This is an optimization exercise on Yosys and OpenROAD, whose aim is small area, a short achievable clock period and few clock cycles, not a production implementation.
The RTL was checked by simulation tests, not by an equivalence proof against the original design.

File: run.sh
#!/bin/bash
# synth_recipe.tcl (not shown) runs the flow's synth.tcl, then flattens the netlist and writes it again
# the make line also repeats each setting of config.mk as NAME=value (left out here)
make -C /OpenROAD-flow-scripts/flow DESIGN_CONFIG=/design/flow/config.mk WORK_HOME=/design/flow/orfs CLKGATE_MAP_FILE= SYNTH_SCRIPT=/design/flow/synth_recipe.tcl finish
File: design.v
`timescale 1ns / 1ps
module pipe_reg #(
    parameter W = 16,
    parameter D = 1
)(
    input  wire         aclk,
    input  wire         en,
    input  wire [W-1:0] d,
    output wire [W-1:0] q
);
    generate
        if (D == 0) begin : g_wire
            assign q = d;
        end else begin : g_regs
            reg [W-1:0] r [0:D-1];
            integer i;
            always @(posedge aclk) begin
                if (en) begin
                    r[0] <= d;
                    for (i = 1; i < D; i = i + 1)
                        r[i] <= r[i-1];
                end
            end
            assign q = r[D-1];
        end
    endgenerate
endmodule
`timescale 1ns / 1ps
module bf16_mul (
    input  wire [15:0] a,
    input  wire [15:0] b,
    output reg  [15:0] y
);
    wire       sa = a[15], sb = b[15];
    wire [7:0] ea = a[14:7], eb = b[14:7];
    wire [6:0] ma = a[6:0],  mb = b[6:0];
    wire       sy = sa ^ sb;
    wire a_zero = (ea == 8'd0);
    wire b_zero = (eb == 8'd0);
    wire a_inf  = (ea == 8'hff) && (ma == 7'd0);
    wire b_inf  = (eb == 8'hff) && (mb == 7'd0);
    wire a_nan  = (ea == 8'hff) && (ma != 7'd0);
    wire b_nan  = (eb == 8'hff) && (mb != 7'd0);
    wire [15:0] p = {1'b1, ma} * {1'b1, mb};
    wire [9:0]  e_sum = {2'b00, ea} + {2'b00, eb} - 10'd127 + {9'd0, p[15]};
    wire [6:0]  mant  = p[15] ? p[14:8] : p[13:7];
    wire        g     = p[15] ? p[7]    : p[6];
    wire        st    = p[15] ? (|p[6:0]) : (|p[5:0]);
    wire        rnd   = g & (st | mant[0]);
    wire [7:0]  mr    = {1'b0, mant} + {7'd0, rnd};
    wire [9:0]  e_fin = e_sum + {9'd0, mr[7]};
    wire [6:0]  m_fin = mr[7] ? 7'd0 : mr[6:0];
    always @(*) begin
        if (a_nan || b_nan || (a_inf && b_zero) || (a_zero && b_inf))
            y = 16'h7fc0;
        else if (a_inf || b_inf)
            y = {sy, 8'hff, 7'd0};
        else if (a_zero || b_zero)
            y = {sy, 15'd0};
        else if (!e_fin[9] && (e_fin[8] || e_fin[7:0] == 8'hff))
            y = {sy, 8'hff, 7'd0};
        else if (e_fin[9] || e_fin == 10'd0)
            y = {sy, 15'd0};
        else
            y = {sy, e_fin[7:0], m_fin};
    end
endmodule
module ln_front (
    input  wire [15:0] sum,
    output reg  [15:0] mean,
    output reg  [15:0] msq
);
    wire       s = sum[15];
    wire [7:0] e = sum[14:7];
    wire [6:0] m = sum[6:0];
    wire [15:0] t;
    ln_mean_tab u_tab (.a(m), .y(t));
    wire [9:0] me = {2'b00, e} - 10'd10 + {9'd0, t[15]};
    wire [9:0] qe = {me[8:0], 1'b0} - 10'd127 + {9'd0, t[7]};
    always @(*) begin
        if (e == 8'hff) begin
            mean = (m != 7'd0) ? 16'h7fc0 : {s, 8'hff, 7'd0};
            msq  = (m != 7'd0) ? 16'h7fc0 : 16'h7f80;
        end else if (e == 8'd0 || me[9] || me == 10'd0) begin
            mean = {s, 15'd0};
            msq  = 16'h0000;
        end else begin
            mean = {s, me[7:0], t[14:8]};
            if (!qe[9] && (qe[8] || qe[7:0] == 8'hff))
                msq = 16'h7f80;
            else if (qe[9] || qe == 10'd0)
                msq = 16'h0000;
            else
                msq = {1'b0, qe[7:0], t[6:0]};
        end
    end
endmodule
module ln_mean_tab (
    input  wire [6:0] a,
    output reg  [15:0] y
);
    always @(*) begin
        case (a)
            7'h0: y = 16'h2b64;
            7'h1: y = 16'h2c67;
            7'h2: y = 16'h2e6d;
            7'h3: y = 16'h2f6f;
            7'h4: y = 16'h3072;
            7'h5: y = 16'h3278;
            7'h6: y = 16'h337a;
            7'h7: y = 16'h347d;
            7'h8: y = 16'h3681;
            7'h9: y = 16'h3783;
            7'ha: y = 16'h3884;
            7'hb: y = 16'h3a87;
            7'hc: y = 16'h3b89;
            7'hd: y = 16'h3c8a;
            7'he: y = 16'h3e8d;
            7'hf: y = 16'h3f8f;
            7'h10: y = 16'h4090;
            7'h11: y = 16'h4293;
            7'h12: y = 16'h4395;
            7'h13: y = 16'h4496;
            7'h14: y = 16'h4699;
            7'h15: y = 16'h479b;
            7'h16: y = 16'h489c;
            7'h17: y = 16'h4a9f;
            7'h18: y = 16'h4ba1;
            7'h19: y = 16'h4ca3;
            7'h1a: y = 16'h4ea6;
            7'h1b: y = 16'h4fa7;
            7'h1c: y = 16'h50a9;
            7'h1d: y = 16'h52ac;
            7'h1e: y = 16'h53ae;
            7'h1f: y = 16'h54b0;
            7'h20: y = 16'h56b3;
            7'h21: y = 16'h57b5;
            7'h22: y = 16'h58b6;
            7'h23: y = 16'h5aba;
            7'h24: y = 16'h5bbb;
            7'h25: y = 16'h5cbd;
            7'h26: y = 16'h5ec1;
            7'h27: y = 16'h5fc2;
            7'h28: y = 16'h60c4;
            7'h29: y = 16'h62c8;
            7'h2a: y = 16'h63c9;
            7'h2b: y = 16'h64cb;
            7'h2c: y = 16'h66cf;
            7'h2d: y = 16'h67d0;
            7'h2e: y = 16'h68d2;
            7'h2f: y = 16'h6ad6;
            7'h30: y = 16'h6bd8;
            7'h31: y = 16'h6cda;
            7'h32: y = 16'h6edd;
            7'h33: y = 16'h6fdf;
            7'h34: y = 16'h70e1;
            7'h35: y = 16'h72e5;
            7'h36: y = 16'h73e7;
            7'h37: y = 16'h74e9;
            7'h38: y = 16'h76ec;
            7'h39: y = 16'h77ee;
            7'h3a: y = 16'h78f0;
            7'h3b: y = 16'h7af4;
            7'h3c: y = 16'h7bf6;
            7'h3d: y = 16'h7cf8;
            7'h3e: y = 16'h7efc;
            7'h3f: y = 16'h7ffe;
            7'h40: y = 16'h8000;
            7'h41: y = 16'h8102;
            7'h42: y = 16'h8204;
            7'h43: y = 16'h8204;
            7'h44: y = 16'h8306;
            7'h45: y = 16'h8408;
            7'h46: y = 16'h8408;
            7'h47: y = 16'h850a;
            7'h48: y = 16'h860c;
            7'h49: y = 16'h860c;
            7'h4a: y = 16'h870e;
            7'h4b: y = 16'h8810;
            7'h4c: y = 16'h8810;
            7'h4d: y = 16'h8913;
            7'h4e: y = 16'h8a15;
            7'h4f: y = 16'h8a15;
            7'h50: y = 16'h8b17;
            7'h51: y = 16'h8c19;
            7'h52: y = 16'h8c19;
            7'h53: y = 16'h8d1b;
            7'h54: y = 16'h8e1e;
            7'h55: y = 16'h8e1e;
            7'h56: y = 16'h8f20;
            7'h57: y = 16'h9022;
            7'h58: y = 16'h9022;
            7'h59: y = 16'h9124;
            7'h5a: y = 16'h9227;
            7'h5b: y = 16'h9227;
            7'h5c: y = 16'h9329;
            7'h5d: y = 16'h942b;
            7'h5e: y = 16'h942b;
            7'h5f: y = 16'h952d;
            7'h60: y = 16'h9630;
            7'h61: y = 16'h9630;
            7'h62: y = 16'h9732;
            7'h63: y = 16'h9834;
            7'h64: y = 16'h9834;
            7'h65: y = 16'h9937;
            7'h66: y = 16'h9a39;
            7'h67: y = 16'h9a39;
            7'h68: y = 16'h9b3c;
            7'h69: y = 16'h9c3e;
            7'h6a: y = 16'h9c3e;
            7'h6b: y = 16'h9d41;
            7'h6c: y = 16'h9e43;
            7'h6d: y = 16'h9e43;
            7'h6e: y = 16'h9f46;
            7'h6f: y = 16'ha048;
            7'h70: y = 16'ha048;
            7'h71: y = 16'ha14b;
            7'h72: y = 16'ha24d;
            7'h73: y = 16'ha24d;
            7'h74: y = 16'ha350;
            7'h75: y = 16'ha452;
            7'h76: y = 16'ha452;
            7'h77: y = 16'ha555;
            7'h78: y = 16'ha657;
            7'h79: y = 16'ha657;
            7'h7a: y = 16'ha75a;
            7'h7b: y = 16'ha85c;
            7'h7c: y = 16'ha85c;
            7'h7d: y = 16'ha95f;
            7'h7e: y = 16'haa62;
            7'h7f: y = 16'haa62;
            default: y = 16'h0;
        endcase
    end
endmodule
`timescale 1ns / 1ps
module bf16_addsub #(
    parameter SUB = 0
)(
    input  wire [15:0] a,
    input  wire [15:0] b,
    output reg  [15:0] y
);
    wire       sa = a[15];
    wire       sb = b[15] ^ (SUB != 0);
    wire [7:0] ea = a[14:7], eb = b[14:7];
    wire [6:0] ma = a[6:0],  mb = b[6:0];
    wire a_zero = (ea == 8'd0);
    wire b_zero = (eb == 8'd0);
    wire a_inf  = (ea == 8'hff) && (ma == 7'd0);
    wire b_inf  = (eb == 8'hff) && (mb == 7'd0);
    wire a_nan  = (ea == 8'hff) && (ma != 7'd0);
    wire b_nan  = (eb == 8'hff) && (mb != 7'd0);
    wire       swap = {eb, mb} > {ea, ma};
    wire       sx = swap ? sb : sa;
    wire       sn = swap ? sa : sb;
    wire [7:0] ex = swap ? eb : ea;
    wire [7:0] en_ = swap ? ea : eb;
    wire [6:0] mx = swap ? mb : ma;
    wire [6:0] mn = swap ? ma : mb;
    wire [7:0] d  = ex - en_;
    wire [10:0] fx = {1'b1, mx, 3'b000};
    wire [10:0] fn = {1'b1, mn, 3'b000};
    reg  [10:0] fn_sh;
    always @(*) begin
        if (d >= 8'd11) begin
            fn_sh = 11'd1;
        end else begin
            fn_sh = fn >> d;
            fn_sh[0] = fn_sh[0] | (|(fn & ~(11'h7ff << d)));
        end
    end
    wire        eff_sub = sx ^ sn;
    wire [11:0] s = eff_sub ? ({1'b0, fx} - {1'b0, fn_sh}) : ({1'b0, fx} + {1'b0, fn_sh});
    reg  [3:0]  lz;
    integer     k;
    always @(*) begin
        lz = 4'd11;
        for (k = 0; k <= 10; k = k + 1)
            if (s[k]) lz = 4'd10 - k[3:0];
    end
    wire [10:0] s_r  = {s[11:2], s[1] | s[0]};
    wire [10:0] s_l  = s[10:0] << lz;
    wire [10:0] nrm  = s[11] ? s_r : s_l;
    wire [9:0]  e_n  = s[11] ? ({2'b00, ex} + 10'd1) : ({2'b00, ex} - {6'd0, lz});
    wire [6:0]  mant = nrm[9:3];
    wire        g    = nrm[2];
    wire        st   = nrm[1] | nrm[0];
    wire        rnd  = g & (st | mant[0]);
    wire [7:0]  mr   = {1'b0, mant} + {7'd0, rnd};
    wire [9:0]  e_fin = e_n + {9'd0, mr[7]};
    wire [6:0]  m_fin = mr[7] ? 7'd0 : mr[6:0];
    always @(*) begin
        if (a_nan || b_nan || (a_inf && b_inf && (sa != sb)))
            y = 16'h7fc0;
        else if (a_inf)
            y = {sa, 8'hff, 7'd0};
        else if (b_inf)
            y = {sb, 8'hff, 7'd0};
        else if (a_zero && b_zero)
            y = {sa & sb, 15'd0};
        else if (b_zero)
            y = {sa, ea, ma};
        else if (a_zero)
            y = {sb, eb, mb};
        else if (s == 12'd0)
            y = 16'h0000;
        else if (!e_fin[9] && (e_fin[8] || e_fin[7:0] == 8'hff))
            y = {sx, 8'hff, 7'd0};
        else if (e_fin[9] || e_fin == 10'd0)
            y = {sx, 15'd0};
        else
            y = {sx, e_fin[7:0], m_fin};
    end
endmodule
`timescale 1ns / 1ps
module inv_sqrt (
    input  wire [15:0] x,
    output reg  [15:0] y
);
    wire       s = x[15];
    wire [7:0] e = x[14:7];
    wire [6:0] m = x[6:0];
    wire [7:0] t;
    ln_rsqrt_tab u_tab (.a({e[0], m}), .y(t));
    wire [7:0] re = 8'd189 + {7'd0, t[7]} - {1'b0, e[7:1]};
    wire [15:0] seed = 16'h5f37 - {1'b0, x[15:1]};
    wire [7:0]  se = seed[14:7];
    wire [7:0]  u;
    ln_m15_tab u_m15 (.a(seed[6:0]), .y(u));
    wire [8:0]  ae = {1'b0, se} + {8'd0, u[7]};
    reg  [15:0] alt;
    always @(*) begin
        if (se == 8'hff)
            alt = (seed[6:0] != 7'd0) ? 16'h7fc0 : {seed[15], 8'hff, 7'd0};
        else if (se == 8'd0)
            alt = {seed[15], 15'd0};
        else if (ae[8] || ae[7:0] == 8'hff)
            alt = {seed[15], 8'hff, 7'd0};
        else
            alt = {seed[15], ae[7:0], u[6:0]};
    end
    wire regular = !s && ((e >= 8'd2 && e <= 8'd251) || (e == 8'd252 && m < 7'd112));
    always @(*) begin
        if (regular)
            y = {1'b0, re, t[6:0]};
        else if (e == 8'hff)
            y = (s && m == 7'd0) ? 16'hff80 : 16'h7fc0;
        else if (s && e[7])
            y = 16'hff80;
        else
            y = alt;
    end
endmodule
module ln_rsqrt_tab (
    input  wire [7:0] a,
    output reg  [7:0] y
);
    always @(*) begin
        case (a)
            8'h0: y = 8'hb5;
            8'h1: y = 8'hb4;
            8'h2: y = 8'hb4;
            8'h3: y = 8'hb3;
            8'h4: y = 8'hb2;
            8'h5: y = 8'hb1;
            8'h6: y = 8'hb1;
            8'h7: y = 8'hb0;
            8'h8: y = 8'hb0;
            8'h9: y = 8'haf;
            8'ha: y = 8'hae;
            8'hb: y = 8'had;
            8'hc: y = 8'had;
            8'hd: y = 8'hac;
            8'he: y = 8'hac;
            8'hf: y = 8'hab;
            8'h10: y = 8'hab;
            8'h11: y = 8'haa;
            8'h12: y = 8'ha9;
            8'h13: y = 8'ha9;
            8'h14: y = 8'ha8;
            8'h15: y = 8'ha8;
            8'h16: y = 8'ha7;
            8'h17: y = 8'ha7;
            8'h18: y = 8'ha6;
            8'h19: y = 8'ha6;
            8'h1a: y = 8'ha5;
            8'h1b: y = 8'ha4;
            8'h1c: y = 8'ha4;
            8'h1d: y = 8'ha3;
            8'h1e: y = 8'ha3;
            8'h1f: y = 8'ha2;
            8'h20: y = 8'ha2;
            8'h21: y = 8'ha1;
            8'h22: y = 8'ha1;
            8'h23: y = 8'ha0;
            8'h24: y = 8'ha0;
            8'h25: y = 8'h9f;
            8'h26: y = 8'h9f;
            8'h27: y = 8'h9e;
            8'h28: y = 8'h9e;
            8'h29: y = 8'h9d;
            8'h2a: y = 8'h9d;
            8'h2b: y = 8'h9c;
            8'h2c: y = 8'h9c;
            8'h2d: y = 8'h9b;
            8'h2e: y = 8'h9b;
            8'h2f: y = 8'h9a;
            8'h30: y = 8'h9a;
            8'h31: y = 8'h99;
            8'h32: y = 8'h99;
            8'h33: y = 8'h99;
            8'h34: y = 8'h98;
            8'h35: y = 8'h98;
            8'h36: y = 8'h98;
            8'h37: y = 8'h97;
            8'h38: y = 8'h97;
            8'h39: y = 8'h96;
            8'h3a: y = 8'h96;
            8'h3b: y = 8'h96;
            8'h3c: y = 8'h95;
            8'h3d: y = 8'h95;
            8'h3e: y = 8'h94;
            8'h3f: y = 8'h94;
            8'h40: y = 8'h93;
            8'h41: y = 8'h93;
            8'h42: y = 8'h93;
            8'h43: y = 8'h92;
            8'h44: y = 8'h93;
            8'h45: y = 8'h92;
            8'h46: y = 8'h92;
            8'h47: y = 8'h91;
            8'h48: y = 8'h91;
            8'h49: y = 8'h90;
            8'h4a: y = 8'h90;
            8'h4b: y = 8'h90;
            8'h4c: y = 8'h8f;
            8'h4d: y = 8'h8f;
            8'h4e: y = 8'h8f;
            8'h4f: y = 8'h8e;
            8'h50: y = 8'h8e;
            8'h51: y = 8'h8d;
            8'h52: y = 8'h8d;
            8'h53: y = 8'h8d;
            8'h54: y = 8'h8d;
            8'h55: y = 8'h8c;
            8'h56: y = 8'h8c;
            8'h57: y = 8'h8c;
            8'h58: y = 8'h8b;
            8'h59: y = 8'h8b;
            8'h5a: y = 8'h8a;
            8'h5b: y = 8'h8a;
            8'h5c: y = 8'h8a;
            8'h5d: y = 8'h89;
            8'h5e: y = 8'h8a;
            8'h5f: y = 8'h89;
            8'h60: y = 8'h89;
            8'h61: y = 8'h89;
            8'h62: y = 8'h88;
            8'h63: y = 8'h88;
            8'h64: y = 8'h87;
            8'h65: y = 8'h87;
            8'h66: y = 8'h87;
            8'h67: y = 8'h87;
            8'h68: y = 8'h86;
            8'h69: y = 8'h86;
            8'h6a: y = 8'h86;
            8'h6b: y = 8'h86;
            8'h6c: y = 8'h85;
            8'h6d: y = 8'h85;
            8'h6e: y = 8'h84;
            8'h6f: y = 8'h84;
            8'h70: y = 8'h83;
            8'h71: y = 8'h83;
            8'h72: y = 8'h83;
            8'h73: y = 8'h83;
            8'h74: y = 8'h82;
            8'h75: y = 8'h82;
            8'h76: y = 8'h82;
            8'h77: y = 8'h82;
            8'h78: y = 8'h81;
            8'h79: y = 8'h81;
            8'h7a: y = 8'h81;
            8'h7b: y = 8'h81;
            8'h7c: y = 8'h80;
            8'h7d: y = 8'h80;
            8'h7e: y = 8'h80;
            8'h7f: y = 8'h80;
            8'h80: y = 8'h7f;
            8'h81: y = 8'h7f;
            8'h82: y = 8'h7e;
            8'h83: y = 8'h7e;
            8'h84: y = 8'h7d;
            8'h85: y = 8'h7b;
            8'h86: y = 8'h7a;
            8'h87: y = 8'h78;
            8'h88: y = 8'h79;
            8'h89: y = 8'h77;
            8'h8a: y = 8'h76;
            8'h8b: y = 8'h76;
            8'h8c: y = 8'h75;
            8'h8d: y = 8'h75;
            8'h8e: y = 8'h74;
            8'h8f: y = 8'h72;
            8'h90: y = 8'h71;
            8'h91: y = 8'h71;
            8'h92: y = 8'h70;
            8'h93: y = 8'h6e;
            8'h94: y = 8'h6f;
            8'h95: y = 8'h6d;
            8'h96: y = 8'h6c;
            8'h97: y = 8'h6b;
            8'h98: y = 8'h6b;
            8'h99: y = 8'h6a;
            8'h9a: y = 8'h69;
            8'h9b: y = 8'h68;
            8'h9c: y = 8'h68;
            8'h9d: y = 8'h67;
            8'h9e: y = 8'h66;
            8'h9f: y = 8'h66;
            8'ha0: y = 8'h65;
            8'ha1: y = 8'h64;
            8'ha2: y = 8'h63;
            8'ha3: y = 8'h62;
            8'ha4: y = 8'h62;
            8'ha5: y = 8'h61;
            8'ha6: y = 8'h60;
            8'ha7: y = 8'h60;
            8'ha8: y = 8'h5f;
            8'ha9: y = 8'h5f;
            8'haa: y = 8'h5e;
            8'hab: y = 8'h5d;
            8'hac: y = 8'h5d;
            8'had: y = 8'h5c;
            8'hae: y = 8'h5c;
            8'haf: y = 8'h5b;
            8'hb0: y = 8'h5b;
            8'hb1: y = 8'h5a;
            8'hb2: y = 8'h59;
            8'hb3: y = 8'h58;
            8'hb4: y = 8'h58;
            8'hb5: y = 8'h57;
            8'hb6: y = 8'h57;
            8'hb7: y = 8'h56;
            8'hb8: y = 8'h56;
            8'hb9: y = 8'h55;
            8'hba: y = 8'h54;
            8'hbb: y = 8'h53;
            8'hbc: y = 8'h53;
            8'hbd: y = 8'h52;
            8'hbe: y = 8'h52;
            8'hbf: y = 8'h51;
            8'hc0: y = 8'h50;
            8'hc1: y = 8'h50;
            8'hc2: y = 8'h4f;
            8'hc3: y = 8'h4f;
            8'hc4: y = 8'h4e;
            8'hc5: y = 8'h4e;
            8'hc6: y = 8'h4d;
            8'hc7: y = 8'h4d;
            8'hc8: y = 8'h4c;
            8'hc9: y = 8'h4c;
            8'hca: y = 8'h4b;
            8'hcb: y = 8'h4b;
            8'hcc: y = 8'h4a;
            8'hcd: y = 8'h4a;
            8'hce: y = 8'h4a;
            8'hcf: y = 8'h49;
            8'hd0: y = 8'h49;
            8'hd1: y = 8'h49;
            8'hd2: y = 8'h48;
            8'hd3: y = 8'h47;
            8'hd4: y = 8'h47;
            8'hd5: y = 8'h47;
            8'hd6: y = 8'h46;
            8'hd7: y = 8'h45;
            8'hd8: y = 8'h45;
            8'hd9: y = 8'h45;
            8'hda: y = 8'h44;
            8'hdb: y = 8'h44;
            8'hdc: y = 8'h43;
            8'hdd: y = 8'h43;
            8'hde: y = 8'h43;
            8'hdf: y = 8'h42;
            8'he0: y = 8'h41;
            8'he1: y = 8'h41;
            8'he2: y = 8'h41;
            8'he3: y = 8'h40;
            8'he4: y = 8'h40;
            8'he5: y = 8'h3f;
            8'he6: y = 8'h3f;
            8'he7: y = 8'h3f;
            8'he8: y = 8'h3e;
            8'he9: y = 8'h3d;
            8'hea: y = 8'h3d;
            8'heb: y = 8'h3d;
            8'hec: y = 8'h3c;
            8'hed: y = 8'h3c;
            8'hee: y = 8'h3c;
            8'hef: y = 8'h3c;
            8'hf0: y = 8'h3b;
            8'hf1: y = 8'h3a;
            8'hf2: y = 8'h3a;
            8'hf3: y = 8'h3a;
            8'hf4: y = 8'h39;
            8'hf5: y = 8'h39;
            8'hf6: y = 8'h38;
            8'hf7: y = 8'h38;
            8'hf8: y = 8'h37;
            8'hf9: y = 8'h37;
            8'hfa: y = 8'h37;
            8'hfb: y = 8'h37;
            8'hfc: y = 8'h36;
            8'hfd: y = 8'h36;
            8'hfe: y = 8'h36;
            8'hff: y = 8'h36;
            default: y = 8'h0;
        endcase
    end
endmodule
module ln_m15_tab (
    input  wire [6:0] a,
    output reg  [7:0] y
);
    always @(*) begin
        case (a)
            7'h0: y = 8'h40;
            7'h1: y = 8'h42;
            7'h2: y = 8'h43;
            7'h3: y = 8'h44;
            7'h4: y = 8'h46;
            7'h5: y = 8'h48;
            7'h6: y = 8'h49;
            7'h7: y = 8'h4a;
            7'h8: y = 8'h4c;
            7'h9: y = 8'h4e;
            7'ha: y = 8'h4f;
            7'hb: y = 8'h50;
            7'hc: y = 8'h52;
            7'hd: y = 8'h54;
            7'he: y = 8'h55;
            7'hf: y = 8'h56;
            7'h10: y = 8'h58;
            7'h11: y = 8'h5a;
            7'h12: y = 8'h5b;
            7'h13: y = 8'h5c;
            7'h14: y = 8'h5e;
            7'h15: y = 8'h60;
            7'h16: y = 8'h61;
            7'h17: y = 8'h62;
            7'h18: y = 8'h64;
            7'h19: y = 8'h66;
            7'h1a: y = 8'h67;
            7'h1b: y = 8'h68;
            7'h1c: y = 8'h6a;
            7'h1d: y = 8'h6c;
            7'h1e: y = 8'h6d;
            7'h1f: y = 8'h6e;
            7'h20: y = 8'h70;
            7'h21: y = 8'h72;
            7'h22: y = 8'h73;
            7'h23: y = 8'h74;
            7'h24: y = 8'h76;
            7'h25: y = 8'h78;
            7'h26: y = 8'h79;
            7'h27: y = 8'h7a;
            7'h28: y = 8'h7c;
            7'h29: y = 8'h7e;
            7'h2a: y = 8'h7f;
            7'h2b: y = 8'h80;
            7'h2c: y = 8'h81;
            7'h2d: y = 8'h82;
            7'h2e: y = 8'h82;
            7'h2f: y = 8'h83;
            7'h30: y = 8'h84;
            7'h31: y = 8'h85;
            7'h32: y = 8'h86;
            7'h33: y = 8'h86;
            7'h34: y = 8'h87;
            7'h35: y = 8'h88;
            7'h36: y = 8'h88;
            7'h37: y = 8'h89;
            7'h38: y = 8'h8a;
            7'h39: y = 8'h8b;
            7'h3a: y = 8'h8c;
            7'h3b: y = 8'h8c;
            7'h3c: y = 8'h8d;
            7'h3d: y = 8'h8e;
            7'h3e: y = 8'h8e;
            7'h3f: y = 8'h8f;
            7'h40: y = 8'h90;
            7'h41: y = 8'h91;
            7'h42: y = 8'h92;
            7'h43: y = 8'h92;
            7'h44: y = 8'h93;
            7'h45: y = 8'h94;
            7'h46: y = 8'h94;
            7'h47: y = 8'h95;
            7'h48: y = 8'h96;
            7'h49: y = 8'h97;
            7'h4a: y = 8'h98;
            7'h4b: y = 8'h98;
            7'h4c: y = 8'h99;
            7'h4d: y = 8'h9a;
            7'h4e: y = 8'h9a;
            7'h4f: y = 8'h9b;
            7'h50: y = 8'h9c;
            7'h51: y = 8'h9d;
            7'h52: y = 8'h9e;
            7'h53: y = 8'h9e;
            7'h54: y = 8'h9f;
            7'h55: y = 8'ha0;
            7'h56: y = 8'ha0;
            7'h57: y = 8'ha1;
            7'h58: y = 8'ha2;
            7'h59: y = 8'ha3;
            7'h5a: y = 8'ha4;
            7'h5b: y = 8'ha4;
            7'h5c: y = 8'ha5;
            7'h5d: y = 8'ha6;
            7'h5e: y = 8'ha6;
            7'h5f: y = 8'ha7;
            7'h60: y = 8'ha8;
            7'h61: y = 8'ha9;
            7'h62: y = 8'haa;
            7'h63: y = 8'haa;
            7'h64: y = 8'hab;
            7'h65: y = 8'hac;
            7'h66: y = 8'hac;
            7'h67: y = 8'had;
            7'h68: y = 8'hae;
            7'h69: y = 8'haf;
            7'h6a: y = 8'hb0;
            7'h6b: y = 8'hb0;
            7'h6c: y = 8'hb1;
            7'h6d: y = 8'hb2;
            7'h6e: y = 8'hb2;
            7'h6f: y = 8'hb3;
            7'h70: y = 8'hb4;
            7'h71: y = 8'hb5;
            7'h72: y = 8'hb6;
            7'h73: y = 8'hb6;
            7'h74: y = 8'hb7;
            7'h75: y = 8'hb8;
            7'h76: y = 8'hb8;
            7'h77: y = 8'hb9;
            7'h78: y = 8'hba;
            7'h79: y = 8'hbb;
            7'h7a: y = 8'hbc;
            7'h7b: y = 8'hbc;
            7'h7c: y = 8'hbd;
            7'h7d: y = 8'hbe;
            7'h7e: y = 8'hbe;
            7'h7f: y = 8'hbf;
            default: y = 8'h0;
        endcase
    end
endmodule
`timescale 1ns / 1ps
module layernorm_norm (
    input  wire         aclk,
    input  wire         arstn,
    input  wire [159:0] S_AXIS_TDATA,
    input  wire         S_AXIS_TVALID,
    output wire         S_AXIS_TREADY,
    output wire [127:0] M_AXIS_TDATA,
    output wire         M_AXIS_TVALID,
    input  wire         M_AXIS_TREADY
);
    localparam DEPTH = 4;
    wire en = S_AXIS_TREADY;
    reg [DEPTH-1:0] vld;
    always @(posedge aclk or negedge arstn) begin
        if (!arstn)
            vld <= {DEPTH{1'b0}};
        else if (en)
            vld <= {vld[DEPTH-2:0], S_AXIS_TVALID};
    end
    assign M_AXIS_TVALID = vld[DEPTH-1];
    assign S_AXIS_TREADY = !vld[DEPTH-1] || M_AXIS_TREADY;
    wire [15:0] mean0, msq0;
    ln_front u_front (.sum(S_AXIS_TDATA[31:16]), .mean(mean0), .msq(msq0));
    reg [127:0] x1;
    reg [15:0]  ex2_1, mean1, msq1;
    always @(posedge aclk) if (en) begin
        x1    <= S_AXIS_TDATA[159:32];
        ex2_1 <= S_AXIS_TDATA[15:0];
        mean1 <= mean0;
        msq1  <= msq0;
    end
    wire [127:0] zm_c;
    wire [15:0]  var_c;
    genvar i;
    generate
        for (i = 0; i < 8; i = i + 1) begin : g_sub
            bf16_addsub #(.SUB(1)) u_sub (.a(x1[16*i +: 16]), .b(mean1), .y(zm_c[16*i +: 16]));
        end
    endgenerate
    bf16_addsub #(.SUB(1)) u_var (.a(ex2_1), .b(msq1), .y(var_c));
    reg [127:0] zm2;
    reg [15:0]  var2;
    always @(posedge aclk) if (en) begin
        zm2  <= zm_c;
        var2 <= var_c;
    end
    wire [15:0] ve, r_c;
    bf16_addsub #(.SUB(0)) u_eps (.a(var2), .b(16'h3728), .y(ve));
    inv_sqrt u_rsqrt (.x(ve), .y(r_c));
    reg [127:0] zm3;
    reg [15:0]  r3;
    always @(posedge aclk) if (en) begin
        zm3 <= zm2;
        r3  <= r_c;
    end
    wire [127:0] y_c;
    generate
        for (i = 0; i < 8; i = i + 1) begin : g_mul
            bf16_mul u_mul (.a(zm3[16*i +: 16]), .b(r3), .y(y_c[16*i +: 16]));
        end
    endgenerate
    reg [127:0] y4;
    always @(posedge aclk) if (en) y4 <= y_c;
    assign M_AXIS_TDATA = y4;
endmodule
File: config.mk
export PLATFORM = sky130hd
export DESIGN_NAME = layernorm_norm
export DESIGN_NICKNAME = layernorm_norm
export VERILOG_FILES = /design/flow/design.v
export SDC_FILE = /design/flow/constraint.sdc
export NUM_CORES = 4
export LEC_CHECK = 0
export CAP_MARGIN = 20
export CORE_MARGIN = 2
export CORE_UTILIZATION = 40
export SETUP_SLACK_MARGIN = 5
export SLEW_MARGIN = 20
File: constraint.sdc
create_clock -name core_clock -period 11.0 [get_ports {aclk}]
set_input_delay 2.2000 -clock core_clock [delete_from_list [all_inputs] [get_ports {aclk}]]
set_output_delay 2.2000 -clock core_clock [all_outputs]
set_load 0.01 [all_outputs]
==> results of run 1 <==
[metal layers]
metal | wire [microns] | global-route usage, % | vias to the layer above
met5 | 55 | 0 | -
met4 | 16820 | 12.17 | 8
met3 | 29410 | 4.650 | 749
met2 | 151700 | 43.56 | 4191
met1 | 158400 | 40.91 | 45690
li1 | - | - | 44040
[worst paths after layout]
kind                            slack (ps)        to  startpoint
worst max-delay path                   600  zm2[118]    mean1[1]
worst min-delay path                   420   zm3[47]     zm2[47]
worst max register to register         600  zm2[118]    mean1[1]
worst min register to register         420   zm3[47]     zm2[47]
max in group asynchronous             9190    vld[1]       arstn
min in group asynchronous             1630    vld[3]       arstn
[cells by family after synthesis]
group / synth area share [%]
flip-flops: 19.36
buffers and inverters: 6.449
AND/OR/NAND/NOR: 22.05
AO/OA/AOI/OAI: 24.46
XOR/XNOR: 5.179
multiplexers: 4.351
adder cells (fa/ha/maj): 18.14
[area by class of cell]
cell class                      count  area [sq um]  share of cell area (%)
Inverter                         1020          3865                   3.415
Antenna cell                        4         10.01                0.008844
Timing Repair Buffer             1363         11600                   10.25
Timing Repair inverter              2         13.76                 0.01216
Clock inverter                     56         649.4                  0.5738
Multi-Input combinational cell   9372         73370                   64.83
Sequential cell                   595         17850                   15.77
Clock buffer                       89          2036                   1.799
Tap cell                         3026          3786                   3.345
[stage by stage]
stage | hold WS [ps] | std cells
after floorplan | 400.3 | 11500
after global placement | 401.8 | 14960
after detailed placement | 404.5 | 14960
after CTS | 418.3 | 15330
after global routing | 423.8 | 15530
final | 417.2 | 15530
[state kept, by name, indices dropped and copies added, names as in the netlist]
register	flops
r3	16
zm2	128
ex2_1	16
zm3	128
vld	4
var2	16
msq1	15
y4	128
x1	128
mean1	16
[what timing repair did]
action                                  4_1_cts  5_1_grt
setup buffers                               226      188
gates cloned                                  4        3
endpoints found under the hold margin         0        0
endpoints found under the setup margin      284      288
resized for setup                           397      506
pin swaps                                   212      303
[cells in the final DEF (no fill, tap or decap), types with 301 or more instances in the layout]
cell / instances
nand2_1: 1021
buf_4: 981
inv_1: 966
nor2_1: 878
ha_1: 726
a21oi_1: 713
edfxtp_1: 591
o21ai_0: 578
and2_1: 406
nand3_1: 348
fa_1: 313
xnor2_1: 301
==> impl_metrics.yaml, run 1 <==
global_route:
  grt_pass1_wl_mm: 537.2
  grt_max_degree: 166
  antenna_found_initial: 24
  grt_overflow: 0
  grt_pass1_vias: 89300
  gr-usage-all-layers_pct: 28.94
timing:
  finalMaxSlewViolations: 0
  rsz0062_at_grt: "yes"
  final-setup-viol-count: 0
  slew_headroom_pct: 23.33
  tightest_slew_ps: 1149
  skew_ps: 44.76
  post-route-min-period_ps: 10400
  finalHoldViolations: 0
  fin_ws_ps: 603.1
  fmaxAchievable_mhz: 96.18
  finalSetupTns_ps: 0
  period_share_pct: 94.52
logic_synthesis:
  syn_inst: 11500
  synth_fp_nets: 12800
  yosysUniqueCellTypes: 154
  synth_area_leaders: "edfxtp_1, ha_1, fa_1"
  postSynthAreaPerCell_sq_um: 8.017
  synth_edf_count: 591
  synth_warnings: 9
  yosysMostFrequentCell: "nand2_1"
  synth_area_leader_cell: "edfxtp_1"
  netlist.area_leader.share_pct: 19.25
  synth_area_sq_mm: 0.09217
  synthTopCellsByCount: "nand2_1, inv_1, nor2_1, ha_1, a21oi_1"
  yosysSeqAreaShare_pct: 19.36
  synthFlopType: "edfxtp_1"
  ys_ff_latch: 595
  ys_async_sr_fraction_pct: 0.6723
worst_setup_path:
  crit_arrival_ps: 10850
  crit_type: "reg2reg"
  critPathBufInv: 4
  cp.depth: 51
  crit_slowest_cell: "or4_4"
  r2r_cells: 51
  required_ps: 11450
  crit_family: "compound AO/OA/AOI/OAI gates"
  startpoint_type: "register"
  cp-end-kind: "register"
  path_max_fanout: 6
  cp_slowest_stage_delay_ps: 610
place:
  preCtsSetupSlack_ps: -84.65
  finalWeightedCongestion: 0.9768
  io_buffers: 293
  place_area_sq_mm: 0.1028
  hpwl_mm: 274.4
die:
  die_height_microns: 484.0
  start_util_pct: 40.17
  die_w_microns: 484.0
  row_count: 176
  design.core.area_sq_mm: 0.2295
  die_area_sq_mm: 0.2343
  io_pins: 294
detailed_routing:
  firstDrtPassIters: 6
  drc: 0
  final_antenna_net_count: 0
  wl_mm: 356.3
  routed_via_density: 6.098
  drtIter0Drc: 9809
  routedWlPerCell_microns: 22.95
  vias: 94680
clock_network:
  hold_buffers: 0
  clk_latency_ps: 780
  h-tree-depth: 3
  path_clk_slew_ps: 60
  cts_made_buffers: 80
  root_buffer: "clkbuf_16"
  cts_tree: "yes"
  clock-sinks: 595
  clk_path_buf_depth: 3
run_status:
  status: "no timing/DRC/antenna violations"
flow_run:
  cap_violations: 0
layout:
  layout-area-overhead-vs-synth_pct: 22.79
  n_fill_cell: 21930
  drive_gt1_share_pct: 18.64
  final_core_util_pct: 49.32
  fin_area_sq_mm: 0.1132
  nNetsFinal: 13740
hold_path:
  worstHoldPathCells: 0
  hold_class: "reg2reg"
Testbench counts, summed over its fixed seeds: cycles 4,128.
==> inputs of run 2 (changes only) <==
--- a/config.mk
+++ b/config.mk
@@ -8,5 +8,4 @@
 export CAP_MARGIN = 20
 export CORE_MARGIN = 2
 export CORE_UTILIZATION = 40
-export SETUP_SLACK_MARGIN = 5
 export SLEW_MARGIN = 20
==> impl_metrics.yaml, run 2 <==
run_status:
  status: "no timing/DRC/antenna violations"
logic_synthesis:
  ys_ff_latch: 595
  yosysMostFrequentCell: "nand2_1"
  yosysSeqAreaShare_pct: 19.36
  netlist.area_leader.share_pct: 19.25
  synth_fp_nets: 12800
  synth_area_leader_cell: "edfxtp_1"
  ys_async_sr_fraction_pct: 0.6723
  syn_inst: 11500
  synth_edf_count: 591
  synth_area_leaders: "edfxtp_1, ha_1, fa_1"
  synthTopCellsByCount: "nand2_1, inv_1, nor2_1, ha_1, a21oi_1"
  synth_area_sq_mm: 0.09217
  synth_warnings: 9
  postSynthAreaPerCell_sq_um: 8.017
  yosysUniqueCellTypes: 154
  synthFlopType: "edfxtp_1"
place:
  finalWeightedCongestion: 0.9913
  hpwl_mm: 272.1
  preCtsSetupSlack_ps: -490.4
  place_inst: 15140
  io_buffers: 293
detailed_routing:
  routedWlPerCell_microns: 22.52
  routed_via_density: 6.063
  firstDrtPassIters: 9
  final_antenna_net_count: 0
  vias: 93250
  drc: 0
  drtIter0Drc: 9911
  wl_mm: 346.5
clock_network:
  clk_path_buf_depth: 3
  root_buffer: "clkbuf_16"
  cts_made_buffers: 82
  h-tree-depth: 3
  cts_tree: "yes"
  clk_latency_ps: 790
  path_clk_slew_ps: 80
  clock-sinks: 595
timing:
  post-route-min-period_ps: 10740
  hold_ws_ps: 410.8
  tightest_slew_ps: 1156
  finalSetupTns_ps: 0
  slew_headroom_pct: 22.73
  rsz0062_at_grt: "yes"
  fin_ws_ps: 258.0
  fmaxAchievable_mhz: 93.09
  finalHoldViolations: 0
  final-setup-viol-count: 0
  skew_ps: 62.70
  finalMaxSlewViolations: 0
  period_share_pct: 97.65
layout:
  final_common_cell: "nand2_1"
  final_cells: 15380
  drive_gt1_share_pct: 13.85
  nNetsFinal: 13590
  layout-area-overhead-vs-synth_pct: 17.69
  final_cell_mix: "nand2_1, inv_1, nor2_1, buf_4, ha_1"
  n_fill_cell: 22200
worst_setup_path:
  required_ps: 11540
  startpoint_type: "register"
  cp_common_cell: "buf_4"
  path_max_fanout: 17
  crit_slowest_cell: "or4b_4"
  crit_type: "reg2reg"
  cp-end-kind: "register"
  cp_slowest_stage_delay_ps: 530
  crit_arrival_ps: 11290
  r2r_cells: 44
global_route:
  grt_max_degree: 73
  grt_pass1_wl_mm: 525.6
  antenna_found_initial: 31
  grt_overflow: 0
  grt_pass1_vias: 88410
  gr-usage-all-layers_pct: 28.27
die:
  row_count: 176
  die_height_microns: 484.0
  io_pins: 294
  die_w_microns: 484.0
  die_area_sq_mm: 0.2343
  start_util_pct: 40.17
  design.core.area_sq_mm: 0.2295
hold_path:
  worstHoldPathCells: 0
  hold_class: "reg2reg"
flow_run:
  cap_violations: 0
==> run 2: cell counts after synthesis <==
No cell type changed its count.
==> run 2: routing by layer <==
metal / global-route usage, % / vias to the layer above / part of all wire [%] / wire (microns)
met4: 11.09 / 10 / 4.2 / 14500
li1: - / 43720 / - / -
met5: 0 / - / 0.021 / 73
met1: 39.70 / 44810 / 44 / 152900
met3: 4.906 / 632 / 8.6 / 29960
met2: 42.95 / 4089 / 43 / 149000
==> run 2: cell families after synthesis <==
kind of cell               synth area share [%]
AOI/OAI and AO/OA                         24.46
muxes                                     4.351
and+or+nand+nor                           22.05
buffers and inverters                     6.449
adders and majority gates                 18.14
DFF                                       19.36
xor gates and xnor gates                  5.179
==> run 2: path summary, 6_finish.rpt <==
kind,endpoint,from,slack [ps]
hold reg to reg,zm3[23],zm2[23],410
setup / recovery,zm2[99],mean1[9],260
max in group asynchronous,vld[0],arstn,9180
min in group asynchronous,vld[2],arstn,1650
setup reg to reg,zm2[99],mean1[9],260
hold / removal,zm3[23],zm2[23],410
==> run 2: worst max-delay path: cells and delay by family (launching register included) <==
family | cells | cell delay (ps)
AND/OR/NAND/NOR | 13 | 3180
adder cells (fa/ha/maj) | 4 | 1100
flip-flops | 1 | 440
multiplexers | 1 | 150
buffers and inverters | 5 | 960
XOR/XNOR | 1 | 210
AO/OA/AOI/OAI | 20 | 4420
==> run 2: area by class of cell <==
cell class              instances  area (sq um)  area share (%)
multi-input cells            9372         69960           64.49
flip-flops and latches        595         17850           16.45
repair buffers               1208         10200           9.407
inverters                    1020          3840           3.540
well taps                    3026          3786           3.490
clock buffers                  91          2127           1.961
clock inverters                61         691.9          0.6378
diodes                          8         20.02         0.01845
==> run 2: timing repair <==
item | CTS | global route
endpoints found under the setup margin | 23 | 161
resized for setup | 9 | 312
cloned | 0 | 1
buffers inserted | 3 | 75
hold buffers | 0 | 0
pin swaps | 1 | 98
==> run 2: metrics by stage <==
step                      util [%]  cell area (sq um)
after floorplan                  -              92330
after global placement       45.13             103600
after detailed placement     45.13             103600
after CTS                    46.39             106400
after global routing         47.27             108500
final                        47.28             108500

==> static timing again, ports no longer ideal <==
How much do the figures lean on ideal ports? The routed layouts below were timed once more, with nothing changed but the port constraints.
Step 1 sets driving cells, clkbuf_16 on the clock port and buf_2 on the other inputs (assumed; they add their load-dependent delay and slew).
Step 2 also shifts input and output timing later by t, the mid clock arrival at the registers, as if the neighbouring blocks saw the same clock.
Three values: no drivers, after step 1, after step 2; two values: the first two.
run | t, ns | setup slack, ns | hold slack, ns | worst data-port slew with drivers (ns)
run 1 | 0.847 | 0.603 / 0.603 / 0.603 | 0.417 / 0.417 / 0.417 | 0.08
run 2 | 0.850 | 0.258 / 0.258 / 0.258 | 0.411 / 0.411 / 0.411 | 0.14
After both steps every run listed still meets setup and hold.
